Context: an optimization exercise on an open-source flow, tuned for small area, a short achievable clock period and few clock cycles per item. The choices shown serve that exercise and are no tape-out recipe.
No functional check of the RTL was part of any run shown here.

==> flow/design.v <==
module Rsa256Core #(
	parameter R  = 6,
	parameter NT = 262,           
	parameter WB = 263,           
	parameter WS = 264            
)(
	input  [WS-1:0] i_scf,
	input  [WS-1:0] i_ssf,
	input           i_cin,
	input  [R-1:0]  i_a,          
	input  [R-1:0]  i_q,          
	input  [WB-1:0] i_b,
	input  [NT-1:0] i_nt,
	output [WS-1:0] o_scf,
	output [WS-1:0] o_ssf,
	output          o_cin
);
localparam W = WS + R;        
wire [(2*R+2)*W-1:0] rows;
assign rows[0 +: W] = {{R{1'b1}}, i_scf};
assign rows[W +: W] = {{R{1'b1}}, i_ssf};
genvar j;
generate for (j = 0; j < R; j = j + 1) begin : g_pp
	wire [WB-1:0] pb = ~(i_b & {WB{i_a[j]}});
	wire [NT-1:0] pn = ~(i_nt & {NT{i_q[j]}});
	if (j == 0) begin : g0
		assign rows[(2*j+2)*W +: W] = {{(W-WB){1'b1}}, pb};
		assign rows[(2*j+3)*W +: W] = {{(W-NT){1'b1}}, pn};
	end else begin : gj
		assign rows[(2*j+2)*W +: W] = {{(W-WB-j){1'b1}}, pb, {j{1'b1}}};
		assign rows[(2*j+3)*W +: W] = {{(W-NT-j){1'b1}}, pn, {j{1'b1}}};
	end
end endgenerate
wire [W-1:0] u, v;
CsaTree #(.W(W), .N(2*R+2), .CIN(1), .FILL(1)) tree (.rows(rows), .cin(~i_cin), .o_s(u), .o_c(v));
assign o_scf = u[W-1:R];
assign o_ssf = v[W-1:R];
assign o_cin = ~&{u[R-1:0], v[R-1:0]};
endmodule
module Rsa256QNext #(
	parameter R = 6
)(
	input  [2*R-1:0] i_sc,        
	input  [2*R-1:0] i_ss,
	input            i_cin,
	input  [2*R-1:0] i_pa,        
	input  [R-1:0]   i_q,         
	input  [R-1:0]   i_hp,        
	input  [R-1:0]   i_pb,        
	output [R-1:0]   o_q
);
wire [2*R-1:0] vs, vc;
CsaTree #(.W(2*R), .N(3), .CIN(1), .FILL(0)) vtree (.rows({i_sc, i_ss, i_pa}), .cin(i_cin), .o_s(vs), .o_c(vc));
wire clo;
BkAdd #(.W(R)) vlo (.a(vs[R-1:0]), .b(vc[R-1:0]), .ci(1'b0), .s(), .co(clo));
wire [(R+2)*R-1:0] rows;
assign rows[0 +: R] = vs[2*R-1:R];
assign rows[R +: R] = vc[2*R-1:R];
genvar j;
generate for (j = 0; j < R; j = j + 1) begin : g_pp
	assign rows[(j+2)*R +: R] = i_q[j] ? (i_hp << j) : {R{1'b0}};
end endgenerate
wire [R-1:0] hs, hc;
CsaTree #(.W(R), .N(R+2), .CIN(1), .FILL(0)) htree (.rows(rows), .cin(clo), .o_s(hs), .o_c(hc));
wire [R-1:0] ts, tc;
CsaTree #(.W(R), .N(3), .CIN(0), .FILL(0)) ttree (.rows({hs, hc, i_pb}), .cin(1'b0), .o_s(ts), .o_c(tc));
BkAdd #(.W(R)) tadd (.a(ts), .b(tc), .ci(1'b0), .s(o_q), .co());
endmodule
module CsaTree #(
	parameter W    = 8,
	parameter N    = 3,
	parameter CIN  = 0,
	parameter FILL = 0
)(
	input  [N*W-1:0] rows,
	input            cin,
	output [W-1:0]   o_s,
	output [W-1:0]   o_c
);
function automatic integer nrows(input integer n, input integer l);
	integer k, i;
	begin
		k = n;
		for (i = 0; i < l; i = i + 1) k = (k / 3) * 2 + (k % 3);
		nrows = k;
	end
endfunction
function automatic integer nlevels(input integer n);
	integer k, l, i;
	begin
		k = n;
		l = 0;
		for (i = 0; i < 32; i = i + 1) if (k > 2) begin k = (k / 3) * 2 + (k % 3); l = l + 1; end
		nlevels = l;
	end
endfunction
localparam L = nlevels(N);
wire [(L+1)*N*W-1:0] r;
genvar i, g;
generate
	assign r[0 +: N*W] = rows;
	for (i = 0; i < L; i = i + 1) begin : g_lvl
		localparam NI = nrows(N, i);
		localparam NG = NI / 3;
		for (g = 0; g < NI - 3 * NG; g = g + 1) begin : g_pass
			assign r[((i+1)*N + g)*W +: W] = r[(i*N + 3*NG + g)*W +: W];
		end
		for (g = 0; g < NG; g = g + 1) begin : g_grp
			wire [W-1:0] c;
			CsaRow #(.W(W)) row (
				.x(r[(i*N + 3*g)*W +: W]),
				.y(r[(i*N + 3*g + 1)*W +: W]),
				.z(r[(i*N + 3*g + 2)*W +: W]),
				.s(r[((i+1)*N + NI - 3*NG + 2*g)*W +: W]),
				.c(c)
			);
			if (CIN && i == 0 && g == 0) begin : g_cin
				assign r[((i+1)*N + NI - 3*NG + 2*g + 1)*W +: W] = {c[W-2:0], cin};
			end else begin : g_nocin
				assign r[((i+1)*N + NI - 3*NG + 2*g + 1)*W +: W] = {c[W-2:0], FILL[0]};
			end
		end
		for (g = NI - NG; g < N; g = g + 1) begin : g_fill
			assign r[((i+1)*N + g)*W +: W] = {W{1'b0}};
		end
	end
endgenerate
assign o_s = r[(L*N)*W +: W];
assign o_c = r[(L*N + 1)*W +: W];
endmodule
module CsaRow #(
	parameter W = 8
)(
	input  [W-1:0] x,
	input  [W-1:0] y,
	input  [W-1:0] z,
	output [W-1:0] s,
	output [W-1:0] c
);
assign s = x ^ y ^ z;
assign c = (x & y) | (x & z) | (y & z);
endmodule
module BkAdd #(
	parameter W = 8
)(
	input  [W-1:0] a,
	input  [W-1:0] b,
	input          ci,
	output [W-1:0] s,
	output         co
);
function automatic integer clog2(input integer x);
	integer n, i;
	begin
		n = 0;
		for (i = 0; i < 31; i = i + 1) if ((1 << i) < x) n = i + 1;
		clog2 = n;
	end
endfunction
localparam L = clog2(W + 1);
wire [(2*L)*(W+1)-1:0] g;
wire [(2*L)*(W+1)-1:0] p;
assign g[0 +: W+1] = {a & b, ci};
assign p[0 +: W+1] = {a ^ b, 1'b0};
genvar lv, j;
generate
	for (lv = 0; lv < L; lv = lv + 1) begin : up
		for (j = 0; j <= W; j = j + 1) begin : b
			if ((j + 1) % (2 << lv) == 0) begin : op
				assign g[(lv+1)*(W+1) + j] = g[lv*(W+1) + j] | (p[lv*(W+1) + j] & g[lv*(W+1) + j - (1 << lv)]);
				assign p[(lv+1)*(W+1) + j] = p[lv*(W+1) + j] & p[lv*(W+1) + j - (1 << lv)];
			end else begin : pass
				assign g[(lv+1)*(W+1) + j] = g[lv*(W+1) + j];
				assign p[(lv+1)*(W+1) + j] = p[lv*(W+1) + j];
			end
		end
	end
	for (lv = L - 2; lv >= 0; lv = lv - 1) begin : dn
		for (j = 0; j <= W; j = j + 1) begin : b
			if ((j + 1) % (2 << lv) == (1 << lv) && j + 1 > (2 << lv)) begin : op
				assign g[(2*L-1-lv)*(W+1) + j] = g[(2*L-2-lv)*(W+1) + j] | (p[(2*L-2-lv)*(W+1) + j] & g[(2*L-2-lv)*(W+1) + j - (1 << lv)]);
				assign p[(2*L-1-lv)*(W+1) + j] = p[(2*L-2-lv)*(W+1) + j] & p[(2*L-2-lv)*(W+1) + j - (1 << lv)];
			end else begin : pass
				assign g[(2*L-1-lv)*(W+1) + j] = g[(2*L-2-lv)*(W+1) + j];
				assign p[(2*L-1-lv)*(W+1) + j] = p[(2*L-2-lv)*(W+1) + j];
			end
		end
	end
endgenerate
wire [W:0] c = g[(2*L-1)*(W+1) +: W+1];
assign s  = p[W:1] ^ c[W-1:0];
assign co = c[W];
endmodule
module MulLo #(
	parameter WA = 6,
	parameter WP = 6
)(
	input  [WA-1:0] a,
	input  [WP-1:0] b,
	output [WP-1:0] p
);
wire [WA*WP-1:0] rows;
genvar j;
generate for (j = 0; j < WA; j = j + 1) begin : g_pp
	assign rows[j*WP +: WP] = a[j] ? (b << j) : {WP{1'b0}};
end endgenerate
wire [WP-1:0] s, c;
CsaTree #(.W(WP), .N(WA), .CIN(0), .FILL(0)) tree (.rows(rows), .cin(1'b0), .o_s(s), .o_c(c));
BkAdd #(.W(WP)) add (.a(s), .b(c), .ci(1'b0), .s(p), .co());
endmodule
module Rsa256Wrapper (
    input         avm_rst,
    input         avm_clk,
    output  [4:0] avm_address,
    output        avm_read,
    input  [31:0] avm_readdata,
    output        avm_write,
    output [31:0] avm_writedata,
    input         avm_waitrequest
);
localparam R  = 8;                           
localparam NT = 256 + R;                     
localparam WB = NT + 1;                      
localparam WS = NT + 2;                      
localparam M  = (WS + R - 1) / R;            
localparam K  = R * M;                       
localparam RX_BASE     = 5'd0;
localparam TX_BASE     = 5'd4;
localparam STATUS_BASE = 5'd8;
localparam S_RXS   = 0;    
localparam S_RXD   = 1;    
localparam S_WAIT  = 2;    
localparam S_NT0   = 3;    
localparam S_NTA   = 4;    
localparam S_NTB   = 5;    
localparam S_DBLA  = 6;    
localparam S_DBLB  = 7;    
localparam S_SCAN  = 8;    
localparam S_MONT  = 9;    
localparam S_CONV  = 10;   
localparam S_FINAL = 11;   
localparam S_TXS   = 12;   
localparam S_TXD   = 13;   
localparam NS      = 14;
localparam O_PRE1 = 0;     
localparam O_PRE2 = 1;     
localparam O_SQR  = 2;     
localparam O_MUL1 = 3;     
localparam O_MUL3 = 4;     
localparam O_FIN  = 5;     
localparam NO     = 6;
logic [NS-1:0] st;
logic [NO-1:0] op;
logic         rd_r, wr_r;                
logic [4:0]   addr_r;
logic         rd_n, wr_n;
logic [4:0]   addr_n;
logic [8:0]   cnt;
logic [8:0]   bitcnt;                    
logic         keyed, started, fr;
logic         sq2;                       
logic [1:0]   mulp;                      
logic         shp, shk;                  
logic [255:0] N, D;
logic [256:0] Q;                         
logic [K-1:0] Cm;                        
logic [K-1:0] C3;                        
logic [WB-1:0] X;
logic [7:0]   txb, rxb;
logic [R-1:0] ad, q, dn, hp;             
logic [2*R-1:0] pa;                      
logic [WS-1:0] Scf, Ssf;                 
logic         cin;
assign avm_address   = addr_r;
assign avm_read      = rd_r;
assign avm_write     = wr_r;
assign avm_writedata = {24'd0, txb};
wire done = !avm_waitrequest;
wire [NT-1:0] Nt = {Q[NT-R:0], {(R-1){1'b1}}};
wire a_x  = op[O_PRE1] || op[O_SQR];
wire a_cm = op[O_MUL1];
wire a_c3 = op[O_PRE2] || op[O_MUL3];
wire d_c3 = op[O_PRE1] || op[O_PRE2];
wire [WS-1:0] t_scf, t_ssf;
wire          t_cin;
Rsa256Core #(.R(R), .NT(NT), .WB(WB), .WS(WS)) step (
    .i_scf(Scf), .i_ssf(Ssf), .i_cin(cin), .i_a(ad), .i_q(q),
    .i_b(X), .i_nt(Nt),
    .o_scf(t_scf), .o_ssf(t_ssf), .o_cin(t_cin)
);
wire [WS-1:0] nsum;
BkAdd #(.W(WS)) add (.a(Scf), .b(Ssf), .ci(~cin), .s(nsum), .co());
wire [WS-1:0] sum = ~nsum;
wire          ge  = ~sum[WS-1];
wire conv_x = st[S_CONV] && !d_c3;       
logic [WB-1:0] X_next;
always_comb begin
    X_next = X;
    if (shp) X_next = {X[WB-9:0], rxb};
    if (conv_x) X_next = sum[WB-1:0];
    if (st[S_DBLB]) X_next = ge ? sum[WB-1:0] : ~Scf[WB-1:0];
end
wire more  = bitcnt != 9'd256;           
wire win3  = D[255] && D[254] && bitcnt != 9'd255;
logic [NO-1:0] op_next;
always_comb begin
    op_next = op;
    if (st[S_SCAN] && more && D[255]) op_next = 1 << O_PRE1;
    if (st[S_FINAL]) op_next = 1 << O_FIN;
    if (st[S_CONV]) begin
        if (op[O_PRE1])                        op_next = 1 << O_PRE2;
        else if (op[O_SQR] && sq2)             op_next = 1 << O_SQR;
        else if (op[O_SQR] && mulp == 2'd1)    op_next = 1 << O_MUL1;
        else if (op[O_SQR] && mulp == 2'd3)    op_next = 1 << O_MUL3;
        else                                   op_next = 1 << O_SQR;
    end
end
wire decide = st[S_CONV] && !op[O_PRE1] && !op[O_FIN] &&
              !(op[O_SQR] && (sq2 || mulp != 2'd0));
wire [WB-1:0] X_new = conv_x ? sum[WB-1:0] : X;
wire [K-1:0]  C3_new = (st[S_CONV] && d_c3) ? {{(K-WB){1'b0}}, sum[WB-1:0]} : C3;
logic [R-1:0] ad_first;
always_comb begin
    ad_first = X_new[R-1:0];
    if (op_next[O_MUL1]) ad_first = Cm[R-1:0];
    if (op_next[O_MUL3] || op_next[O_PRE2]) ad_first = C3_new[R-1:0];
    if (op_next[O_FIN]) ad_first = {{(R-1){1'b0}}, 1'b1};
end
wire [K-1:0]  Xp = {{(K-WB){1'b0}}, X};
wire [6:0]    didx = cnt[6:0] + 7'd2;
logic [R-1:0] xdig;
always_comb begin
    xdig = '0;
    for (int i = 2; i < M; i++)
        if (didx == i) xdig = Xp[i*R +: R];
end
wire [R-1:0] dn_next = st[S_MONT] ? xdig : X_new[2*R-1:R];
wire [R-1:0]   ad_mont = a_x ? dn : a_cm ? Cm[2*R-1:R] : a_c3 ? C3[2*R-1:R] : {R{1'b0}};
wire [R-1:0]   ad_next = st[S_MONT] ? ad_mont : ad_first;
wire [2*R-1:0] pm, pg;
MulLo #(.WA(R), .WP(2*R)) mul_pm (.a(ad_mont), .b(X[2*R-1:0]), .p(pm));
MulLo #(.WA(R), .WP(2*R)) mul_pg (.a(ad_first), .b(X_new[2*R-1:0]), .p(pg));
wire [R-1:0] q_mont;
Rsa256QNext #(.R(R)) qnext (
    .i_sc(~Scf[2*R-1:0]), .i_ss(~Ssf[2*R-1:0]), .i_cin(cin), .i_pa(pa), .i_q(q),
    .i_hp(hp), .i_pb(pm[R-1:0]), .o_q(q_mont)
);
wire [2*R-1:0] pa_next = st[S_MONT] ? pm : pg;
wire [R-1:0]   q_next  = st[S_MONT] ? q_mont : pg[R-1:0];
wire ntlast = (cnt == R - 1);
wire rot1 = (st[S_SCAN] && more) || (decide && more && !win3);
wire rot2 = decide && more && win3;
always_ff @(posedge avm_clk) begin
    X   <= X_next;
    rxb <= avm_readdata[7:0];
    ad  <= ad_next;
    pa  <= pa_next;
    q   <= q_next;
    dn  <= dn_next;
    hp  <= Q[R:1] + 1'b1;
    if (shp || (st[S_DBLB] && fr)) txb <= X_next[R+247 -: 8];
    if (st[S_MONT]) begin
        Scf <= t_scf;
        Ssf <= t_ssf;
        cin <= t_cin;
    end else if (st[S_DBLA]) begin
        Scf <= ~{X[WS-2:256] & {(WS-257){fr}}, X[255:0], 1'b0};
        Ssf <= fr ? {{(WS-256-R){1'b0}}, N, {R{1'b0}}} : {{(WS-256){1'b0}}, N};
        cin <= 1'b1;
    end else if (st[S_NTA]) begin
        Scf <= ~{{(WS-257){1'b0}}, Q};
        Ssf <= Q[0] ? '1 : ~{{(WS-256){1'b0}}, N};
        cin <= 1'b0;
    end else begin
        Scf <= '1;
        Ssf <= '1;
        cin <= st[S_FINAL] && !started;
    end
    if (st[S_NT0])
        Q <= {2'b0, N[255:1]};
    else if (st[S_NTB])
        Q <= ntlast ? sum[256:0] : {1'b0, sum[256:1]};
    if (shk) begin
        D <= {D[247:0], X[255:248]};
        N <= {N[247:0], D[255:248]};
    end else if (rot1) begin
        D <= {D[254:0], D[255]};
    end else if (rot2) begin
        D <= {D[253:0], D[255:254]};
    end
    if (st[S_SCAN] && !started)
        Cm <= Xp;
    else if (st[S_MONT] && a_cm)
        Cm <= {Cm[R-1:0], Cm[K-1:R]};
    if (st[S_CONV] && d_c3)
        C3 <= C3_new;
    else if (st[S_MONT] && a_c3)
        C3 <= {C3[R-1:0], C3[K-1:R]};
end
always_comb begin
    rd_n   = rd_r;
    wr_n   = wr_r;
    addr_n = addr_r;
    if (st[S_RXS] && done && avm_readdata[7]) addr_n = RX_BASE;
    if (st[S_RXD] && done) begin
        if (cnt == (keyed ? 9'd31 : 9'd95)) rd_n = 1'b0;
        else addr_n = STATUS_BASE;
    end
    if (st[S_DBLB] && fr && cnt == R - 1) begin
        rd_n   = 1'b1;
        addr_n = STATUS_BASE;
    end
    if (st[S_TXS] && done && avm_readdata[6]) begin
        rd_n   = 1'b0;
        wr_n   = 1'b1;
        addr_n = TX_BASE;
    end
    if (st[S_TXD] && done) begin
        rd_n   = 1'b1;
        wr_n   = 1'b0;
        addr_n = STATUS_BASE;
    end
end
always_ff @(posedge avm_clk) begin
    rd_r   <= avm_rst ? 1'b1 : rd_n;
    wr_r   <= avm_rst ? 1'b0 : wr_n;
    addr_r <= avm_rst ? STATUS_BASE : addr_n;
end
always_ff @(posedge avm_clk or posedge avm_rst) begin
    if (avm_rst) begin
        st      <= 1 << S_RXS;
        op      <= 1 << O_SQR;
        cnt     <= 9'd0;
        bitcnt  <= 9'd0;
        keyed   <= 1'b0;
        started <= 1'b0;
        fr      <= 1'b0;
        sq2     <= 1'b0;
        mulp    <= 2'd0;
        shp     <= 1'b0;
        shk     <= 1'b0;
    end else begin
        shp <= (st[S_RXD] || st[S_TXD]) && done;
        shk <= st[S_RXD] && done && !keyed;
        op  <= op_next;
        if (st[S_RXS] && done && avm_readdata[7]) st <= 1 << S_RXD;
        if (st[S_RXD] && done) begin
            cnt <= cnt + 9'd1;
            if (cnt == (keyed ? 9'd31 : 9'd95)) begin
                keyed <= 1'b1;
                cnt   <= 9'd0;
                st    <= 1 << S_WAIT;
            end else begin
                st    <= 1 << S_RXS;
            end
        end
        if (st[S_WAIT]) begin
            cnt <= 9'd1;
            st  <= 1 << S_NT0;
        end
        if (st[S_NT0]) st <= 1 << S_NTA;
        if (st[S_NTA]) st <= 1 << S_NTB;
        if (st[S_NTB]) begin
            cnt <= cnt + 9'd1;
            if (ntlast) begin
                cnt <= 9'd0;
                fr  <= 1'b0;
                st  <= 1 << S_DBLA;
            end else begin
                st  <= 1 << S_NTA;
            end
        end
        if (st[S_DBLA]) st <= 1 << S_DBLB;
        if (st[S_DBLB]) begin
            cnt <= cnt + 9'd1;
            if (fr && cnt == R - 1) begin
                cnt <= 9'd0;
                st  <= 1 << S_TXS;
            end else if (!fr && cnt == K - 1) begin
                cnt     <= 9'd0;
                bitcnt  <= 9'd0;
                started <= 1'b0;
                st      <= 1 << S_SCAN;
            end else begin
                st      <= 1 << S_DBLA;
            end
        end
        if (st[S_SCAN]) begin
            if (!more) begin
                st <= 1 << S_FINAL;
            end else begin
                bitcnt <= bitcnt + 9'd1;
                if (D[255]) begin
                    started <= 1'b1;
                    cnt     <= 9'd0;
                    st      <= 1 << S_MONT;
                end
            end
        end
        if (st[S_MONT]) begin
            cnt <= cnt + 9'd1;
            if (cnt == M - 1) begin
                cnt <= 9'd0;
                st  <= 1 << S_CONV;
            end
        end
        if (st[S_CONV]) begin
            if (op[O_FIN]) begin
                fr <= 1'b1;
                st <= 1 << S_DBLA;
            end else if (decide && !more) begin
                st <= 1 << S_FINAL;
            end else begin
                st <= 1 << S_MONT;
            end
            if (op[O_SQR] && sq2) sq2 <= 1'b0;
            else if (op[O_SQR]) mulp <= 2'd0;
            if (decide && more) begin
                if (win3) begin
                    bitcnt <= bitcnt + 9'd2;
                    sq2    <= 1'b1;
                    mulp   <= 2'd3;
                end else begin
                    bitcnt <= bitcnt + 9'd1;
                    sq2    <= 1'b0;
                    mulp   <= D[255] ? 2'd1 : 2'd0;
                end
            end
        end
        if (st[S_FINAL]) st <= started ? (1 << S_MONT) : (1 << S_CONV);
        if (st[S_TXS] && done && avm_readdata[6]) st <= 1 << S_TXD;
        if (st[S_TXD] && done) begin
            cnt <= cnt + 9'd1;
            if (cnt == 9'd30) begin
                cnt <= 9'd0;
                st  <= 1 << S_RXS;
            end else begin
                st  <= 1 << S_TXS;
            end
        end
    end
end
endmodule
==> flow/flow/run.sh <==
#!/bin/bash
# Standard synthesis, then the standard ORFS layout steps with repair_timing
# aiming at a shorter period than the constraint (which stays as it is), and
# port buffers of a plain buffer cell.
set -euo pipefail
MARGIN=16.1
bash standard.sh synth > synth.log 2>&1
bash standard.sh SETUP_SLACK_MARGIN=$MARGIN SKIP_BUFFER_REMOVAL=1 \
    "BUFFER_PORTS_ARGS=-inputs -outputs -buffer_cell sky130_fd_sc_hd__buf_4" \
    floorplan place cts route finish > layout.log 2>&1
==> flow/standard.sh <==
#!/bin/bash
# synth_recipe.tcl (not shown) runs the flow's synth.tcl, then flattens the netlist and writes it again
# the make line also repeats each setting of config.mk as NAME=value (left out here)
make -C /OpenROAD-flow-scripts/flow DESIGN_CONFIG=/design/flow/config.mk WORK_HOME=/design/flow/orfs CLKGATE_MAP_FILE= SYNTH_SCRIPT=/design/flow/synth_recipe.tcl "${@:-finish}"
==> flow/config.mk <==
export PLATFORM = sky130hd
export DESIGN_NAME = Rsa256Wrapper
export DESIGN_NICKNAME = Rsa256Wrapper
export VERILOG_FILES = /design/flow/design.v
export SDC_FILE = /design/flow/constraint.sdc
export NUM_CORES = 8
export LEC_CHECK = 0
export CAP_MARGIN = 20
export CORE_MARGIN = 2
export CORE_UTILIZATION = 40
export SETUP_SLACK_MARGIN = 1.0
export SLEW_MARGIN = 20
export SYNTH_HIERARCHICAL = 1
==> flow/constraint.sdc <==
create_clock -name core_clock -period 22.0 [get_ports {avm_clk}]
set_input_delay 4.4000 -clock core_clock [delete_from_list [all_inputs] [get_ports {avm_clk}]]
set_output_delay 4.4000 -clock core_clock [all_outputs]
set_load 0.01 [all_outputs]
==> impl_metrics.py, run 1 <==
metrics = {
    "worst_setup_path": {
        "setup.worst_path.start_class": "flop",
        "path_depth": 25,
        "largest_fanout_on_the_critical_path": 7,
        "critical_path_buf_inv_count": 2,
        "cpMostUsedCell": "fa_1",
        "ff2ff_path_depth": 25,
        "beginning_of_the_worst_register_to_register_path": "Scf[0]",
        "critical-path-slowest-cell": "fa_1",
        "timing.critical_path.max_delay_family": "adder cells",
        "worst_r2r_endpoint": "pa[14]",
        "slowest_delay_ns": 0.57,
        "critPathKind": "reg -> reg",
        "worstPathArrival_ns": 7.71,
        "critical_path.endpoint_type": "flop",
        "required_ns": 22.85,
        "reg2reg_slack_ns": 15.15,
    },
    "die": {
        "row_count": 280,
        "die_width_um": 767,
        "core_area_um2": 581000,
        "floorplan.initialDensity": 0.401,
        "floorplan.io_pins": 74,
        "chipHeight_um": 767,
        "die_area_um2": 589000,
    },
    "cts": {
        "insertion_delay_ns": 1.02,
        "clock_sinks": 2228,
        "tritoncts.num_buffers": 272,
        "cts.hold.buffers_added": 0,
        "root_buffer": "clkbuf_16",
        "clk_transition_reported_paths_ns": 0.06,
        "bufs_on_longest_clock_path": 4,
        "cts_tree": "yes",
        "cts-htree-levels": 5,
    },
    "timing": {
        "timing.fmax_ghz": 0.146,
        "totalNegativeSetupSlack_ns": 0,
        "finalSetupViolations": 0,
        "grt_setup_unrepaired": "true",
        "finalHoldViolations": 0,
        "fin_crit_sh": 0.311,
        "timing_max_transition_violations_final": 0,
        "whs_ns": 0.457,
        "timing_worst_slew_pin_value_ns": 1.31,
        "worst_slew_margin_rel": 0.125,
        "final.min_clock_period_ns": 6.85,
        "worst_clock_skew_ns": 0.0793,
    },
    "placement": {
        "io_buffers": 25,
        "post_dp_hpwl_mm": 566,
        "placed_cells": 28185,
        "gpl.final_weighted_congestion": 0.920,
    },
    "routing": {
        "first_pass_iters": 8,
        "viasPerCell": 5.99,
        "first_iter_violations": 20183,
        "mean_routed_wirelength_per_cell_um": 28.1,
        "final_antenna_net_count": 0,
        "drc": 0,
        "num_vias": 172465,
        "routed_wl_mm": 809,
    },
    "final_layout": {
        "final_net_count": 25998,
        "post_route_cells_drive_above_1_share": 0.0676,
        "final_core_util": 0.432,
        "layout.cells.non_filler": 28815,
        "synthToLayoutAreaGrowth_pct": 7.65,
    },
    "min_path": {
        "min-delay-path-class": "reg -> reg",
        "min_from": "Cm[268]",
        "hold_end": "Cm[268]",
        "min_delay_path_depth": 2,
    },
    "run": {
        "maxCapViolCount": 0,
    },
    "global_routing": {
        "grt_overflow_total": 0,
        "grt_pass1_vias": 182282,
        "grt_max_degree": 185,
        "grt_first_pass_wirelength_mm": 1210,
        "global_route.usage.total": 0.271,
        "grt_antenna_before_repair": 26,
    },
    "logic_synthesis": {
        "syn-instance-count": 21654,
        "post_synth_instance_area_um2": 233000,
        "synth_warnings": 7,
        "avgSynthCellArea_um2": 10.8,
    },
    "status": {
        "status": "timing/DRC/antenna clean",
    },
}
-- layout make-up --
cell class,count,area (um^2)
antenna,14,35.0
clock buffer,360,7660
clock inverter,134,1420
fill,54771,330000
inverter,323,1250
multi-input combinational,17551,166000
sequential,2228,60700
tap,7755,9700
timing repair buffer,447,4350
timing repair inverter,3,45.0
-- metrics by stage --
stage / setup WS, ns / instance area, um^2
global placement: 13.65 / 239000
CTS: 15.13 / 250000
floorplan: 15.64 / 234000
global route: 14.95 / 251000
detailed placement: 13.63 / 239000
finish: 15.15 / 251000
-- layout by cell type (no fill, tap or decap), types with 293 or more instances in the layout --
cell type	n
a21o_1	657
a21oi_1	457
a221oi_1	528
buf_4	340
clkbuf_16	293
conb_1	322
dfxtp_1	589
edfxtp_1	1569
fa_1	4804
ha_1	298
inv_1	304
mux2i_1	520
nand2_1	6810
nor2_1	407
o21ai_0	872
-- worst max-delay path by stage --
stage	startpoint	to	slack, ns
CTS	Scf[0]	pa[14]	15.13
finish	Scf[0]	pa[14]	15.15
floorplan	cin	pa[14]	15.64
detailed placement	Ssf[12]	X[31]	13.63
global route	Ssf[0]	pa[14]	14.95
global placement	cin	X[77]	13.65
-- flip-flops by register name, summed over array words and instances (netlist names), 9 cells and up --
| signal | flops |
|---|---|
| bitcnt | 9 |
| Q | 257 |
| st | 14 |
| pa | 16 |
| Scf | 266 |
| Ssf | 266 |
| Cm | 272 |
| X | 265 |
| C3 | 272 |
| D | 256 |
| N | 256 |
| cnt | 9 |
-- metal layers --
layer | track usage | part of all wire | routed length, um
met1 | 0.366 | 0.39 | 314000
met2 | 0.422 | 0.45 | 366000
met3 | 0.0619 | 0.11 | 87000
met4 | 0.113 | 0.051 | 41500
met5 | 0.0000812 | 0.00035 | 287
-- worst min-delay path: cells and delay by family, from the launching register on --
| kind | cells | cell delay (ns) |
|---|---|---|
| AO/OA/AOI/OAI | 1 | 0.05 |
| flip-flops | 1 | 0.31 |
| AND/OR/NAND/NOR | 1 | 0.05 |
-- timing repair --
action                                  4_1_cts  5_1_grt
resized for setup                           180      102
pin swaps                                    80       43
setup buffers                                79       23
endpoints found under the setup margin      854      470
endpoints found under the hold margin         0        0
gates cloned                                 11        8
==> run 2, diff against run 1 <==
--- a/flow/design.v
+++ b/flow/design.v
@@ -151,2 +151,17 @@
 );
+wire [W-1:0] p;
+wire [W:0]   c;
+BkCarry #(.W(W)) carry (.a(a), .b(b), .ci(ci), .p(p), .c(c));
+assign s  = p ^ c[W-1:0];
+assign co = c[W];
+endmodule
+module BkCarry #(
+	parameter W = 8
+)(
+	input  [W-1:0] a,
+	input  [W-1:0] b,
+	input          ci,
+	output [W-1:0] p,
+	output [W:0]   c
+);
 function automatic integer clog2(input integer x);
@@ -161,5 +176,5 @@
 wire [(2*L)*(W+1)-1:0] g;
-wire [(2*L)*(W+1)-1:0] p;
-assign g[0 +: W+1] = {a & b, ci};
-assign p[0 +: W+1] = {a ^ b, 1'b0};
+wire [(2*L)*(W+1)-1:0] pp;
+assign g[0 +: W+1]  = {a & b, ci};
+assign pp[0 +: W+1] = {a ^ b, 1'b0};
 genvar lv, j;
@@ -169,7 +184,7 @@
 			if ((j + 1) % (2 << lv) == 0) begin : op
-				assign g[(lv+1)*(W+1) + j] = g[lv*(W+1) + j] | (p[lv*(W+1) + j] & g[lv*(W+1) + j - (1 << lv)]);
-				assign p[(lv+1)*(W+1) + j] = p[lv*(W+1) + j] & p[lv*(W+1) + j - (1 << lv)];
+				assign g[(lv+1)*(W+1) + j]  = g[lv*(W+1) + j] | (pp[lv*(W+1) + j] & g[lv*(W+1) + j - (1 << lv)]);
+				assign pp[(lv+1)*(W+1) + j] = pp[lv*(W+1) + j] & pp[lv*(W+1) + j - (1 << lv)];
 			end else begin : pass
-				assign g[(lv+1)*(W+1) + j] = g[lv*(W+1) + j];
-				assign p[(lv+1)*(W+1) + j] = p[lv*(W+1) + j];
+				assign g[(lv+1)*(W+1) + j]  = g[lv*(W+1) + j];
+				assign pp[(lv+1)*(W+1) + j] = pp[lv*(W+1) + j];
 			end
@@ -180,7 +195,7 @@
 			if ((j + 1) % (2 << lv) == (1 << lv) && j + 1 > (2 << lv)) begin : op
-				assign g[(2*L-1-lv)*(W+1) + j] = g[(2*L-2-lv)*(W+1) + j] | (p[(2*L-2-lv)*(W+1) + j] & g[(2*L-2-lv)*(W+1) + j - (1 << lv)]);
-				assign p[(2*L-1-lv)*(W+1) + j] = p[(2*L-2-lv)*(W+1) + j] & p[(2*L-2-lv)*(W+1) + j - (1 << lv)];
+				assign g[(2*L-1-lv)*(W+1) + j]  = g[(2*L-2-lv)*(W+1) + j] | (pp[(2*L-2-lv)*(W+1) + j] & g[(2*L-2-lv)*(W+1) + j - (1 << lv)]);
+				assign pp[(2*L-1-lv)*(W+1) + j] = pp[(2*L-2-lv)*(W+1) + j] & pp[(2*L-2-lv)*(W+1) + j - (1 << lv)];
 			end else begin : pass
-				assign g[(2*L-1-lv)*(W+1) + j] = g[(2*L-2-lv)*(W+1) + j];
-				assign p[(2*L-1-lv)*(W+1) + j] = p[(2*L-2-lv)*(W+1) + j];
+				assign g[(2*L-1-lv)*(W+1) + j]  = g[(2*L-2-lv)*(W+1) + j];
+				assign pp[(2*L-1-lv)*(W+1) + j] = pp[(2*L-2-lv)*(W+1) + j];
 			end
@@ -189,5 +204,4 @@
 endgenerate
-wire [W:0] c = g[(2*L-1)*(W+1) +: W+1];
-assign s  = p[W:1] ^ c[W-1:0];
-assign co = c[W];
+assign c = g[(2*L-1)*(W+1) +: W+1];
+assign p = pp[W:1];
 endmodule
@@ -365,4 +379,5 @@
         cin <= t_cin;
-    end else if (st[S_DBLA]) begin
-        Scf <= ~{X[WS-2:256] & {(WS-257){fr}}, X[255:0], 1'b0};
+    end else if (st[S_DBLA] || st[S_DBLB]) begin
+        Scf <= st[S_DBLA] ? ~{X[WS-2:256] & {(WS-257){fr}}, X[255:0], 1'b0}
+                          : {ge ? nsum[WS-2:0] : Scf[WS-2:0], 1'b1};
         Ssf <= fr ? {{(WS-256-R){1'b0}}, N, {R{1'b0}}} : {{(WS-256){1'b0}}, N};
@@ -483,4 +498,2 @@
                 st      <= 1 << S_SCAN;
-            end else begin
-                st      <= 1 << S_DBLA;
             end
--- a/flow/config.mk
+++ b/flow/config.mk
@@ -11,3 +11,3 @@
 export SETUP_SLACK_MARGIN = 1.0
-export SLEW_MARGIN = 20
+export SLEW_MARGIN = 45
 export SYNTH_HIERARCHICAL = 1
==> run 2 against run 1 <==
  * Flip-flop and latch count is the same
  * First-iteration DRC count rose by 13%
  * Critical endpoint is now pa[15]
  * Synthesized cell count grew 5.2%
  * Clock-buffer cell count down 9
  * Still clean on timing, DRC and antenna
  * Fmax increased by 6.0%
  * Global-route usage is 0.76 points higher
  * Utilization rose by 0.77 points
  * Critical path type unchanged
  * Worst setup slack gained 0.39 ns
==> impl_metrics.py, run 2 <==
metrics = {
    "final_layout": {
        "synthToLayoutAreaGrowth_pct": 9.64,
        "postLayoutCellArea_um2": 257000,
        "largestRegisters": "C3 x272, Cm x272",
        "layout.filler_cells": 54884,
        "leading_cell_type_in_the_layout_fill_and_taps_excluded": "nand2_1",
        "post_route_cells_drive_above_1_share": 0.0703,
        "layout_common_cells": "nand2_1, fa_1, edfxtp_1",
        "final_net_count": 27197,
        "final_core_util": 0.440,
    },
    "timing": {
        "timing_max_transition_violations_final": 0,
        "timing_worst_slew_pin_value_ns": 1.07,
        "grt_setup_unrepaired": "true",
        "fin_crit_sh": 0.294,
        "final.min_clock_period_ns": 6.46,
        "finalSetupViolations": 0,
        "totalNegativeSetupSlack_ns": 0,
        "worst_clock_skew_ns": 0.113,
        "finalHoldViolations": 0,
        "worst_slew_margin_rel": 0.285,
        "timing.fmax_ghz": 0.155,
    },
    "placement": {
        "io_buffers": 25,
        "post_dp_hpwl_mm": 608,
        "gpl.final_weighted_congestion": 0.984,
        "dpl_cell_area_um2": 242000,
    },
    "cts": {
        "insertion_delay_ns": 1.02,
        "cts_tree": "yes",
        "cts.hold.buffers_added": 0,
        "clk_transition_reported_paths_ns": 0.06,
        "tritoncts.num_buffers": 281,
        "cts-htree-levels": 5,
        "bufs_on_longest_clock_path": 4,
        "root_buffer": "clkbuf_16",
        "clock_sinks": 2228,
    },
    "worst_setup_path": {
        "critical-path-slowest-cell": "fa_1",
        "required_ns": 22.86,
        "largest_fanout_on_the_critical_path": 3,
        "slowest_delay_ns": 0.53,
        "ff2ff_path_depth": 28,
        "critical_path.endpoint_type": "flop",
        "critPathKind": "reg -> reg",
        "setup.worst_path.start_class": "flop",
        "worstPathArrival_ns": 7.32,
    },
    "min_path": {
        "min_delay_path_depth": 1,
        "min-delay-path-class": "reg -> reg",
    },
    "routing": {
        "mean_routed_wirelength_per_cell_um": 27.8,
        "num_vias": 179658,
        "first_pass_iters": 19,
        "viasPerCell": 5.95,
        "drc": 0,
        "final_antenna_net_count": 0,
        "routed_wl_mm": 839,
        "first_iter_violations": 22797,
    },
    "global_routing": {
        "grt_max_degree": 213,
        "global_route.usage.total": 0.279,
        "gr-max-usage-layer": "met2",
        "grt_first_pass_wirelength_mm": 1240,
        "groute.layer.met2.usage": 0.421,
        "grt_pass1_vias": 184211,
        "grt_overflow_total": 0,
        "gr-usage-met3": 0.0705,
        "met1_routing_resource_usage_after_global_routing": 0.385,
        "grt_antenna_before_repair": 28,
    },
    "status": {
        "status": "timing/DRC/antenna clean",
    },
    "logic_synthesis": {
        "avgSynthCellArea_um2": 10.3,
        "post_synth_instance_area_um2": 234000,
        "synth_warnings": 7,
        "syn-instance-count": 22784,
    },
    "die": {
        "die_width_um": 770,
        "die_area_um2": 592000,
        "floorplan.io_pins": 74,
        "chipHeight_um": 770,
        "row_count": 281,
        "core_area_um2": 585000,
        "floorplan.initialDensity": 0.401,
    },
    "run": {
        "maxCapViolCount": 0,
    },
}
run 2: cell count changes in the layout (fill, tap and decap cells not counted), sizes merged, moves of 227 or more:
| cell | delta |
|---|---|
| o21ai | +567 |
| a21boi | +231 |
| a31oi | +239 |
| nor2 | +268 |
| a221oi | -293 |
| mux2i | +243 |
| buf | +227 |
| nand2 | +559 |
| mux2 | -239 |
| a311oi | -240 |
run 2: path summary, 6_finish.rpt:
| path | from | slack, ns | end |
|---|---|---|---|
| max | Ssf[0] | 15.54 | pa[15] |
| min | addr_r[0] | 0.46 | addr_r[0] |
| max reg2reg | Ssf[0] | 15.54 | pa[15] |
| min reg2reg | addr_r[0] | 0.46 | addr_r[0] |
| max in group asynchronous | avm_rst | 17.88 | shk |
| min in group asynchronous | avm_rst | 3.61 | shp |
run 2: metrics by stage:
step           hold slack, ns  std cells  setup slack [ns]
2_1_floorplan           0.434      23098             15.98
3_3_place_gp            0.446      29331             12.98
3_5_place_dp            0.446      29407             13.97
4_1_cts                 0.462      30000             15.41
5_1_grt                 0.482      30190             15.38
6_report                0.461      30206             15.54
run 2: critical path, delay by kind of cell (launching register included):
family,cells,cell delay (ns)
fa+ha+maj,6,2.54
compound gates,12,2.06
simple gates,4,0.46
flops,1,0.35
buf+inv,3,0.33
xor+xnor,2,0.32
mux,1,0.28
run 2: timing repair:
item,CTS,global route
setup endpoints to repair,744,496
setup buffers,63,131
pin swaps,72,169
gates cloned,17,23
resized for setup,215,565
run 2: routing by layer:
layer / vias to the layer above / part of all wire
li1: 73394 / -
met1: 93465 / 0.39
met2: 11023 / 0.44
met3: 1750 / 0.12
met4: 26 / 0.046
met5: - / 0.00038
run 2: layout make-up:
cell class / count / area, um^2 / area share
Timing Repair Buffer: 696 / 7890 / 0.0307
Inverter: 126 / 483 / 0.00188
Sequential cell: 2228 / 60700 / 0.236
Clock buffer: 351 / 7580 / 0.0295
Tap cell: 7782 / 9740 / 0.0379
Multi-Input combinational cell: 18841 / 169000 / 0.657
Clock inverter: 162 / 1790 / 0.00698
Antenna cell: 20 / 50.0 / 0.000195
==> run 3, diff against run 2 <==
--- a/flow/design.v
+++ b/flow/design.v
@@ -54,3 +54,3 @@
 wire clo;
-BkAdd #(.W(R)) vlo (.a(vs[R-1:0]), .b(vc[R-1:0]), .ci(1'b0), .s(), .co(clo));
+KsAdd #(.W(R)) vlo (.a(vs[R-1:0]), .b(vc[R-1:0]), .ci(1'b0), .s(), .co(clo));
 wire [(R+2)*R-1:0] rows;
@@ -66,3 +66,3 @@
 CsaTree #(.W(R), .N(3), .CIN(0), .FILL(0)) ttree (.rows({hs, hc, i_pb}), .cin(1'b0), .o_s(ts), .o_c(tc));
-BkAdd #(.W(R)) tadd (.a(ts), .b(tc), .ci(1'b0), .s(o_q), .co());
+KsAdd #(.W(R)) tadd (.a(ts), .b(tc), .ci(1'b0), .s(o_q), .co());
 endmodule
@@ -207,2 +207,56 @@
 endmodule
+module KsAdd #(
+	parameter W = 8
+)(
+	input  [W-1:0] a,
+	input  [W-1:0] b,
+	input          ci,
+	output [W-1:0] s,
+	output         co
+);
+wire [W-1:0] p;
+wire [W:0]   c;
+KsCarry #(.W(W)) carry (.a(a), .b(b), .ci(ci), .p(p), .c(c));
+assign s  = p ^ c[W-1:0];
+assign co = c[W];
+endmodule
+module KsCarry #(
+	parameter W = 8
+)(
+	input  [W-1:0] a,
+	input  [W-1:0] b,
+	input          ci,
+	output [W-1:0] p,
+	output [W:0]   c
+);
+function automatic integer clog2(input integer x);
+	integer n, i;
+	begin
+		n = 0;
+		for (i = 0; i < 31; i = i + 1) if ((1 << i) < x) n = i + 1;
+		clog2 = n;
+	end
+endfunction
+localparam L = clog2(W + 1);
+wire [(L+1)*(W+1)-1:0] g;
+wire [(L+1)*(W+1)-1:0] pp;
+assign g[0 +: W+1]  = {a & b, ci};
+assign pp[0 +: W+1] = {a ^ b, 1'b0};
+genvar lv, j;
+generate
+	for (lv = 0; lv < L; lv = lv + 1) begin : lvl
+		for (j = 0; j <= W; j = j + 1) begin : b
+			if (j >= (1 << lv)) begin : op
+				assign g[(lv+1)*(W+1) + j]  = g[lv*(W+1) + j] | (pp[lv*(W+1) + j] & g[lv*(W+1) + j - (1 << lv)]);
+				assign pp[(lv+1)*(W+1) + j] = pp[lv*(W+1) + j] & pp[lv*(W+1) + j - (1 << lv)];
+			end else begin : pass
+				assign g[(lv+1)*(W+1) + j]  = g[lv*(W+1) + j];
+				assign pp[(lv+1)*(W+1) + j] = pp[lv*(W+1) + j];
+			end
+		end
+	end
+endgenerate
+assign c = g[L*(W+1) +: W+1];
+assign p = pp[W:1];
+endmodule
 module MulLo #(
@@ -222,3 +276,3 @@
 CsaTree #(.W(WP), .N(WA), .CIN(0), .FILL(0)) tree (.rows(rows), .cin(1'b0), .o_s(s), .o_c(c));
-BkAdd #(.W(WP)) add (.a(s), .b(c), .ci(1'b0), .s(p), .co());
+KsAdd #(.W(WP)) add (.a(s), .b(c), .ci(1'b0), .s(p), .co());
 endmodule
@@ -307,2 +361,5 @@
 wire [WS-1:0] sum = ~nsum;
+wire [2*R-1:0] nlo;
+KsAdd #(.W(2*R)) addlo (.a(Scf[2*R-1:0]), .b(Ssf[2*R-1:0]), .ci(~cin), .s(nlo), .co());
+wire [2*R-1:0] sum_lo = ~nlo;
 wire          ge  = ~sum[WS-1];
@@ -318,2 +375,8 @@
 wire win3  = D[255] && D[254] && bitcnt != 9'd255;
+wire [NO-1:0] op_conv = op[O_PRE1]                     ? (1 << O_PRE2) :
+                        (op[O_SQR] && sq2)             ? (1 << O_SQR)  :
+                        (op[O_SQR] && mulp == 2'd1)    ? (1 << O_MUL1) :
+                        (op[O_SQR] && mulp == 2'd3)    ? (1 << O_MUL3) :
+                                                         (1 << O_SQR);
+logic [NO-1:0] cn;                       
 logic [NO-1:0] op_next;
@@ -323,9 +386,3 @@
     if (st[S_FINAL]) op_next = 1 << O_FIN;
-    if (st[S_CONV]) begin
-        if (op[O_PRE1])                        op_next = 1 << O_PRE2;
-        else if (op[O_SQR] && sq2)             op_next = 1 << O_SQR;
-        else if (op[O_SQR] && mulp == 2'd1)    op_next = 1 << O_MUL1;
-        else if (op[O_SQR] && mulp == 2'd3)    op_next = 1 << O_MUL3;
-        else                                   op_next = 1 << O_SQR;
-    end
+    if (st[S_CONV]) op_next = cn;
 end
@@ -333,10 +390,12 @@
               !(op[O_SQR] && (sq2 || mulp != 2'd0));
-wire [WB-1:0] X_new = conv_x ? sum[WB-1:0] : X;
-wire [K-1:0]  C3_new = (st[S_CONV] && d_c3) ? {{(K-WB){1'b0}}, sum[WB-1:0]} : C3;
+wire [WB-1:0]  X_new  = conv_x ? sum[WB-1:0] : X;
+wire [2*R-1:0] X_new2 = conv_x ? sum_lo : X[2*R-1:0];
+wire [K-1:0]   C3_new = (st[S_CONV] && d_c3) ? {{(K-WB){1'b0}}, sum[WB-1:0]} : C3;
+wire [R-1:0]   C3_new1 = (st[S_CONV] && d_c3) ? sum_lo[R-1:0] : C3[R-1:0];
 logic [R-1:0] ad_first;
 always_comb begin
-    ad_first = X_new[R-1:0];
-    if (op_next[O_MUL1]) ad_first = Cm[R-1:0];
-    if (op_next[O_MUL3] || op_next[O_PRE2]) ad_first = C3_new[R-1:0];
-    if (op_next[O_FIN]) ad_first = {{(R-1){1'b0}}, 1'b1};
+    ad_first = X_new2[R-1:0];
+    if (st[S_CONV] && cn[O_MUL1]) ad_first = Cm[R-1:0];
+    if (st[S_CONV] && (cn[O_MUL3] || cn[O_PRE2])) ad_first = C3_new1;
+    if (st[S_FINAL]) ad_first = {{(R-1){1'b0}}, 1'b1};
 end
@@ -350,3 +409,3 @@
 end
-wire [R-1:0] dn_next = st[S_MONT] ? xdig : X_new[2*R-1:R];
+wire [R-1:0] dn_next = st[S_MONT] ? xdig : X_new2[2*R-1:R];
 wire [R-1:0]   ad_mont = a_x ? dn : a_cm ? Cm[2*R-1:R] : a_c3 ? C3[2*R-1:R] : {R{1'b0}};
@@ -355,3 +414,3 @@
 MulLo #(.WA(R), .WP(2*R)) mul_pm (.a(ad_mont), .b(X[2*R-1:0]), .p(pm));
-MulLo #(.WA(R), .WP(2*R)) mul_pg (.a(ad_first), .b(X_new[2*R-1:0]), .p(pg));
+MulLo #(.WA(R), .WP(2*R)) mul_pg (.a(ad_first), .b(X_new2), .p(pg));
 wire [R-1:0] q_mont;
@@ -370,2 +429,3 @@
     ad  <= ad_next;
+    cn  <= op_conv;
     pa  <= pa_next;
==> run 3 against run 2 <==
  * Critical path type is now reg -> out
  * Still clean
  * Largest cell class unchanged
  * Area after synthesis rose by 0.39%
  * Cell area rose by 0.41%
  * Die area rose by 0.39%
==> impl_metrics.py, run 3 <==
metrics = {
    "status": {
        "status": "timing/DRC/antenna clean",
    },
    "worst_setup_path": {
        "critical_path_buf_inv_count": 1,
        "setup.worst_path.start_class": "flop",
        "startpoint": "addr_r[2]",
        "beginning_of_the_worst_register_to_register_path": "Scf[4]",
        "largest_fanout_on_the_critical_path": 2,
        "critical-path-slowest-cell": "dfxtp_4",
        "required_ns": 17.60,
        "worstPathArrival_ns": 1.71,
        "slowest_delay_ns": 0.53,
        "worstPathCellList": "buf_6",
        "critical_path.endpoint_type": "primary output",
        "critPathKind": "reg -> out",
        "timing.critical_path.max_delay_family": "flip-flops",
    },
    "timing": {
        "final.min_clock_period_ns": 6.11,
        "timing.fmax_ghz": 0.164,
        "timing_max_transition_violations_final": 0,
        "grt_setup_unrepaired": "true",
        "fin_crit_sh": 0.278,
        "worst_slew_margin_rel": 0.364,
        "totalNegativeSetupSlack_ns": 0,
        "finalHoldViolations": 0,
        "timing.final.ws_setup_ns": 15.89,
        "timing_worst_slew_pin_value_ns": 0.954,
        "finalSetupViolations": 0,
        "worst_clock_skew_ns": 0.0946,
    },
    "routing": {
        "drc": 0,
        "first_iter_violations": 21470,
        "routed_wl_mm": 846,
        "mean_routed_wirelength_per_cell_um": 27.8,
        "first_pass_iters": 10,
        "num_vias": 181354,
        "viasPerCell": 5.96,
        "final_antenna_net_count": 0,
    },
    "min_path": {
        "min-delay-path-class": "reg -> reg",
        "min_from": "cn[2]",
    },
    "placement": {
        "gpl.final_weighted_congestion": 0.944,
        "post_dp_hpwl_mm": 607,
        "io_buffers": 25,
        "dpl_worst_slack_ns": 12.66,
        "placed_cells": 29645,
    },
    "cts": {
        "cts-htree-levels": 5,
        "clock_sinks": 2232,
        "insertion_delay_ns": 1.02,
        "cts_tree": "yes",
        "clk_transition_reported_paths_ns": 0.07,
        "cts.hold.buffers_added": 0,
        "bufs_on_longest_clock_path": 4,
        "root_buffer": "clkbuf_16",
        "tritoncts.num_buffers": 279,
    },
    "die": {
        "row_count": 281,
        "floorplan.initialDensity": 0.402,
        "floorplan.io_pins": 74,
        "core_area_um2": 586000,
        "chipHeight_um": 771,
        "die_area_um2": 595000,
        "die_width_um": 771,
    },
    "final_layout": {
        "final_net_count": 27438,
        "layout.cells.non_filler": 30438,
        "largestRegisters": "C3 x272, Cm x272",
        "post_route_cells_drive_above_1_share": 0.0702,
        "leading_cell_type_in_the_layout_fill_and_taps_excluded": "nand2_1",
        "layout.filler_cells": 54983,
        "layout_common_cells": "nand2_1, fa_1, edfxtp_1",
        "synthToLayoutAreaGrowth_pct": 9.66,
    },
    "global_routing": {
        "grt_pass1_vias": 188696,
        "grt_max_degree": 244,
        "global_route.usage.total": 0.281,
        "grt_first_pass_wirelength_mm": 1260,
        "grt_antenna_before_repair": 40,
        "grt_overflow_total": 0,
    },
    "run": {
        "maxCapViolCount": 0,
    },
    "logic_synthesis": {
        "post_synth_instance_area_um2": 235000,
        "synth_warnings": 7,
        "avgSynthCellArea_um2": 10.2,
        "syn-instance-count": 22990,
    },
}
[run 3: per-stage QoR]
| stage | hold WS (ns) | utilization | cell area, um^2 |
|---|---|---|---|
| final | 0.445 | 0.441 | 258000 |
| after global routing | 0.473 | 0.441 | 258000 |
| after CTS | 0.460 | 0.436 | 256000 |
| after detailed placement | 0.432 | 0.416 | 244000 |
| after global placement | 0.401 | 0.412 | 241000 |
| after floorplan | 0.346 | - | 237000 |
[run 3: worst paths after layout]
kind                       slack, ns              to  cells after the start
setup reg to reg               15.90          pa[15]                     22
setup / recovery               15.89  avm_address[2]                      1
min in group asynchronous       3.53          cnt[7]                      2
max in group asynchronous      17.93           op[3]                      2
hold / removal                  0.45           op[2]                      2
hold reg to reg                 0.45           op[2]                      2
[run 3: layer usage]
layer / up-vias / GRT usage / wire [um]
met1: 94261 / 0.384 / 333000
met5: - / 0 / 181
met3: 1859 / 0.0718 / 97800
met4: 30 / 0.119 / 41000
met2: 11158 / 0.425 / 374000
li1: 74046 / - / -
[run 3: cell type report]
type                       count  area, um^2  area share
clock buffer                 348        7450      0.0288
sequential                  2232       60700       0.235
timing repair buffer         722        8430      0.0327
antenna                       29        72.6    0.000281
multi-input combinational  19046      169000       0.656
tap                         7782        9740      0.0377
inverter                     118         462     0.00179
clock inverter               161        1770     0.00685
[run 3: what timing repair did]
action / 4_1_cts / 5_1_grt
pin swaps: 113 / 158
gates cloned: 15 / 13
setup buffers: 103 / 83
setup endpoints to repair: 743 / 315
resized for setup: 279 / 279
==> run 4, diff against run 3 <==
--- a/flow/config.mk
+++ b/flow/config.mk
@@ -10,2 +10,4 @@
 export CORE_UTILIZATION = 40
+export CTS_CLUSTER_DIAMETER = 100
+export CTS_CLUSTER_SIZE = 24
 export SETUP_SLACK_MARGIN = 1.0
==> run 4 against run 3 <==
  * Critical endpoint is now pa[12]
  * Worst hold slack lost 0.027 ns
  * Synthesized cell count stayed put
  * Critical path depth increased by 20
==> impl_metrics.py, run 4 <==
metrics = {
    "status": {
        "status": "timing/DRC/antenna clean",
    },
    "die": {
        "chipHeight_um": 771,
        "die_area_um2": 595000,
        "floorplan.initialDensity": 0.402,
        "core_area_um2": 586000,
        "die_width_um": 771,
        "floorplan.io_pins": 74,
        "row_count": 281,
    },
    "placement": {
        "post_dp_hpwl_mm": 607,
        "dpl_cell_area_um2": 244000,
        "gpl.final_weighted_congestion": 0.944,
        "io_buffers": 25,
    },
    "timing": {
        "grt_setup_unrepaired": "true",
        "final.min_clock_period_ns": 6.18,
        "totalNegativeSetupSlack_ns": 0,
        "timing_max_transition_violations_final": 0,
        "fin_crit_sh": 0.281,
        "finalHoldViolations": 0,
        "timing_worst_slew_pin_value_ns": 0.956,
        "finalSetupViolations": 0,
        "worst_clock_skew_ns": 0.0900,
        "worst_slew_margin_rel": 0.363,
        "timing.fmax_ghz": 0.162,
    },
    "worst_setup_path": {
        "reg2reg_slack_ns": 15.82,
        "worstPathArrival_ns": 7.00,
        "startpoint": "Ssf[0]",
        "worstSetupEndpoint": "pa[12]",
        "beginning_of_the_worst_register_to_register_path": "Ssf[0]",
        "required_ns": 22.82,
        "setup.worst_path.start_class": "flop",
        "critical_path.endpoint_type": "flop",
        "worst_r2r_endpoint": "pa[12]",
        "largest_fanout_on_the_critical_path": 4,
        "critPathKind": "reg -> reg",
        "ff2ff_path_depth": 21,
    },
    "cts": {
        "cts.hold.buffers_added": 0,
        "clk_transition_reported_paths_ns": 0.11,
        "clock_sinks": 2232,
        "cts-htree-levels": 4,
        "tritoncts.num_buffers": 140,
        "insertion_delay_ns": 0.98,
        "bufs_on_longest_clock_path": 4,
        "cts_tree": "yes",
        "root_buffer": "clkbuf_16",
    },
    "routing": {
        "final_antenna_net_count": 0,
        "routed_wl_mm": 840,
        "first_iter_violations": 21523,
        "mean_routed_wirelength_per_cell_um": 27.9,
        "first_pass_iters": 6,
        "num_vias": 179903,
        "drc": 0,
        "viasPerCell": 5.96,
    },
    "min_path": {
        "min-delay-path-class": "reg -> reg",
    },
    "logic_synthesis": {
        "synth_warnings": 7,
        "syn-instance-count": 22990,
        "post_synth_instance_area_um2": 235000,
        "avgSynthCellArea_um2": 10.2,
    },
    "final_layout": {
        "regArea_um2": 60700,
        "synthToLayoutAreaGrowth_pct": 7.62,
        "final_net_count": 27282,
        "largestRegisters": "C3 x272, Cm x272",
        "leading_cell_type_in_the_layout_fill_and_taps_excluded": "nand2_1",
        "postLayoutCellArea_um2": 253000,
        "multiInputGateArea_um2": 169000,
        "layout_common_cells": "nand2_1, fa_1, edfxtp_1",
        "layout.filler_cells": 55505,
        "post_route_cells_drive_above_1_share": 0.0603,
    },
    "global_routing": {
        "grt_pass1_vias": 186961,
        "grt_max_degree": 244,
        "grt_antenna_before_repair": 39,
        "grt_first_pass_wirelength_mm": 1250,
        "grt_overflow_total": 0,
        "global_route.usage.total": 0.279,
    },
    "run": {
        "maxCapViolCount": 0,
    },
}
run 4: cell types whose count changed in the layout (fill, tap and decap cells not counted), sizes merged:
cell / previous run / this run
clkbuf: 363 / 202
inv: 133 / 153
clkinv: 105 / 23
bufinv: 27 / 3
clkinvlp: 14 / 4
buf: 704 / 687
run 4: worst max-delay path, stage by stage (launching register included):
cell	delay (ns)
dfxtp_4	0.36
ha_4	0.24
a21o_4	0.23
a311oi_4	0.42
nor2_4	0.09
a21o_4	0.24
a21o_1	0.21
xor2_4	0.28
a21oi_4	0.12
buf_12	0.16
and2_4	0.13
fa_1	0.49
fa_1	0.44
fa_1	0.50
fa_1	0.56
ha_4	0.22
a21o_1	0.17
a211o_1	0.32
a211oi_2	0.30
nor2_1	0.10
xor2_1	0.19
mux2_4	0.27
run 4: per-stage QoR:
stage	utilization	hold WS [ns]	worst slack (ns)	cells
2_1_floorplan	-	0.346	16.10	23305
3_3_place_gp	0.412	0.401	12.69	29509
3_5_place_dp	0.416	0.432	12.66	29645
4_1_cts	0.429	0.426	15.91	30011
5_1_grt	0.432	0.451	15.73	30140
6_report	0.432	0.418	15.82	30164
run 4: worst min-delay path by stage:
stage,depth (start not counted),slack [ns],from,endpoint
global route,2,0.45,cn[2],op[2]
global placement,2,0.40,cn[2],op[2]
detailed placement,2,0.43,cn[2],op[2]
floorplan,0,0.35,op[0],cn[1]
CTS,2,0.43,cn[2],op[2]
finish,2,0.42,cn[2],op[2]
run 4: timing repair:
action | in CTS | in global routing
setup endpoints to repair | 721 | 303
pin swaps | 118 | 129
gates resized for setup | 288 | 217
setup buffers | 101 | 72
cloned | 13 | 12
run 4: routing by layer:
metal  vias up  part of all wire  GRT usage
li1      73571                 -          -
met1     93823              0.39      0.383
met4        30             0.050      0.116
met5         -           0.00027          0
met2     10667              0.44      0.424
met3      1812              0.11     0.0697
run 4: cell type report:
| cell class | instances | area share |
|---|---|---|
| multi-input cells | 19046 | 0.669 |
| flip-flops and latches | 2232 | 0.240 |
| well taps | 7782 | 0.0384 |
| repair buffers | 705 | 0.0325 |
| clock buffers | 187 | 0.0149 |
| clock inverters | 65 | 0.00340 |
| inverters | 118 | 0.00182 |
| diodes | 29 | 0.000287 |
==> run 5, diff against run 4 <==
--- a/flow/design.v
+++ b/flow/design.v
@@ -288,3 +288,3 @@
 );
-localparam R  = 8;                           
+localparam R  = 10;                           
 localparam NT = 256 + R;                     
--- a/flow/config.mk
+++ b/flow/config.mk
@@ -10,4 +10,2 @@
 export CORE_UTILIZATION = 40
-export CTS_CLUSTER_DIAMETER = 100
-export CTS_CLUSTER_SIZE = 24
 export SETUP_SLACK_MARGIN = 1.0
==> run 5 against run 4 <==
  * Fmax down 6.2%
  * Final cell count up 13%
  * Register-to-register slack got worse by 0.41 ns
  * Highest routed layer unchanged
  * Critical endpoint is now pa[19]
  * Area after synthesis up 16%
  * Global-route usage increased by 0.91 points
  * Largest cell class unchanged
==> impl_metrics.py, run 5 <==
metrics = {
    "global_routing": {
        "grt_max_degree": 143,
        "global_route.usage.total": 0.288,
        "grt_overflow_total": 0,
        "grt_pass1_vias": 215319,
        "grt_antenna_before_repair": 49,
        "grt_first_pass_wirelength_mm": 1480,
    },
    "timing": {
        "timing_max_transition_violations_final": 0,
        "fin_crit_sh": 0.299,
        "totalNegativeSetupSlack_ns": 0,
        "timing_worst_slew_pin_value_ns": 0.978,
        "finalSetupViolations": 0,
        "finalHoldViolations": 0,
        "timing.final.ws_setup_ns": 15.41,
        "worst_clock_skew_ns": 0.119,
        "whs_ns": 0.423,
        "timing.fmax_ghz": 0.152,
        "grt_setup_unrepaired": "true",
        "final.min_clock_period_ns": 6.59,
        "worst_slew_margin_rel": 0.348,
    },
    "routing": {
        "routed_wl_mm": 1010,
        "first_pass_iters": 7,
        "drc": 0,
        "viasPerCell": 6.00,
        "first_iter_violations": 23994,
        "mean_routed_wirelength_per_cell_um": 29.6,
        "num_vias": 204785,
        "final_antenna_net_count": 0,
    },
    "logic_synthesis": {
        "syn-instance-count": 25237,
        "synth_warnings": 7,
        "post_synth_instance_area_um2": 273000,
        "avgSynthCellArea_um2": 10.8,
    },
    "placement": {
        "placed_cells": 33321,
        "gpl.final_weighted_congestion": 0.973,
        "post_dp_hpwl_mm": 733,
        "io_buffers": 25,
        "dpl_worst_slack_ns": 12.72,
    },
    "worst_setup_path": {
        "worstPathArrival_ns": 7.56,
        "setup.worst_path.start_class": "flop",
        "required_ns": 22.97,
        "critPathKind": "reg -> reg",
        "largest_fanout_on_the_critical_path": 6,
        "cpMostUsedCell": "fa_1",
        "ff2ff_path_depth": 23,
        "worstPathCellList": "ha_4, a21o_4, nand4_1, buf_4, a21oi_4, o41ai_4, o21bai_1, xor2_1, a21oi_4, and2_1, fa_1, fa_1, fa_1, fa_1, fa_1, ha_4, a21oi_2, o21bai_1, a41o_1, a21oi_2, o31ai_2, xor2_2, mux2_2",
        "critical_path_buf_inv_count": 1,
        "slowest_delay_ns": 0.56,
        "path_depth": 23,
        "critical-path-slowest-cell": "fa_1",
        "critical_path.endpoint_type": "flop",
        "reg2reg_slack_ns": 15.41,
        "timing.critical_path.max_delay_family": "adder cells",
    },
    "cts": {
        "clock_sinks": 2246,
        "bufs_on_longest_clock_path": 4,
        "tritoncts.num_buffers": 283,
        "cts-htree-levels": 5,
        "clk_transition_reported_paths_ns": 0.07,
        "cts_tree": "yes",
        "root_buffer": "clkbuf_16",
        "cts.hold.buffers_added": 0,
        "insertion_delay_ns": 1.04,
    },
    "final_layout": {
        "post_route_cells_drive_above_1_share": 0.0921,
        "leading_cell_type_in_the_layout_fill_and_taps_excluded": "nand2_1",
        "layout.filler_cells": 63436,
        "layout.cells.non_filler": 34141,
        "synthToLayoutAreaGrowth_pct": 8.54,
        "final_net_count": 31278,
        "largestRegisters": "C3 x270, Cm x270",
        "layout_common_cells": "nand2_1, fa_1, edfxtp_1",
    },
    "die": {
        "floorplan.io_pins": 74,
        "die_width_um": 831,
        "core_area_um2": 681000,
        "row_count": 303,
        "die_area_um2": 690000,
        "chipHeight_um": 831,
        "floorplan.initialDensity": 0.401,
    },
    "run": {
        "maxCapViolCount": 0,
    },
    "min_path": {
        "min-delay-path-class": "reg -> reg",
        "min_delay_path_depth": 2,
    },
    "status": {
        "status": "timing/DRC/antenna clean",
    },
}
-- run 5: cell types whose count changed in the layout (fill, tap and decap cells not counted), moves of 69 or more --
| cell | previous run | this run |
|---|---|---|
| a21o_1 | 397 | 509 |
| a21oi_1 | 567 | 498 |
| and2_1 | 239 | 357 |
| buf_4 | 334 | 469 |
| clkbuf_16 | 154 | 298 |
| conb_1 | 326 | 471 |
| fa_1 | 4659 | 5985 |
| mux2_2 | 24 | 280 |
| nand2_1 | 7421 | 7509 |
| nand2_2 | 8 | 228 |
-- run 5: per-stage QoR --
stage | util | area (um^2)
finish | 0.436 | 297000
global route | 0.436 | 297000
CTS | 0.432 | 294000
detailed placement | 0.414 | 282000
global placement | 0.410 | 279000
floorplan | - | 276000
-- run 5: final timing paths --
check	to	from
worst max-delay path	pa[19]	Ssf[0]
worst min-delay path	op[2]	cn[2]
worst max register to register	pa[19]	Ssf[0]
worst min register to register	op[2]	cn[2]
max in group asynchronous	st[3]	avm_rst
min in group asynchronous	fr	avm_rst
-- run 5: area by class of cell --
class | count | area [um^2] | area share
clock buffers | 379 | 7740 | 0.0261
inverters | 133 | 515 | 0.00174
clock inverters | 136 | 1390 | 0.00469
repair buffers | 924 | 10600 | 0.0358
flip-flops and latches | 2246 | 61100 | 0.206
multi-input cells | 21287 | 204000 | 0.687
diodes | 39 | 97.6 | 0.000329
well taps | 8997 | 11300 | 0.0380
-- run 5: worst register-to-register path, stage by stage, from the launching register on --
cell,delay (ns)
dfxtp_4,0.35
ha_4,0.24
a21o_4,0.22
nand4_1,0.17
buf_4,0.17
a21oi_4,0.08
o41ai_4,0.38
o21bai_1,0.14
xor2_1,0.20
a21oi_4,0.33
and2_1,0.22
fa_1,0.44
fa_1,0.51
fa_1,0.43
fa_1,0.50
fa_1,0.56
ha_4,0.25
a21oi_2,0.25
o21bai_1,0.10
a41o_1,0.23
a21oi_2,0.13
o31ai_2,0.10
xor2_2,0.38
mux2_2,0.24
-- run 5: metal layers --
metal	vias to the layer above	wire length, um	global-route usage
met5	-	660	0
met4	40	55000	0.130
met3	2439	119000	0.0831
met2	12918	447000	0.438
met1	107903	389000	0.384
li1	81485	-	-
-- run 5: timing repair --
action,4_1_cts,5_1_grt
pin swaps,131,91
buffers inserted,122,59
resized for setup,322,135
gates cloned,28,10
endpoints found under the setup margin,791,315

## what the ideal ports hide
How much do the figures lean on ideal ports? The routed layouts below were timed once more, with nothing changed but the port constraints.
Step 1, drivers: a clkbuf_16 drives avm_clk and a buf_2 each remaining input, both assumed.
Step 2, shift: input delay + t, output delay - t, t = (earliest + latest rising clock arrival at the registers) / 2. This alone moves slack from input paths to output paths.
a / b / c = ideal / step 1 / step 2; a / b = the first two.
run | t, ns | setup WS [ns] | hold WS [ns] | worst setup path at the end
run 1 | 1.107 | 15.147 / 15.147 / 15.147 | 0.457 / 0.457 / 0.457 | register to register
run 2 | 1.092 | 15.538 / 15.538 / 15.408 | 0.461 / 0.461 / 0.461 | input to register
run 3 | 1.100 | 15.890 / 15.766 / 15.216 | 0.445 / 0.445 / 0.445 | input to register
run 4 | 1.075 | 15.820 / 15.772 / 15.248 | 0.418 / 0.418 / 0.418 | input to register
run 5 | 1.103 | 15.413 / 15.413 / 15.276 | 0.423 / 0.423 / 0.423 | input to register
After both steps setup and hold are still met in every run listed. For run 3, which loses most, drivers alone change the setup slack by -0.124 ns; drivers and shift together by -0.674 ns.
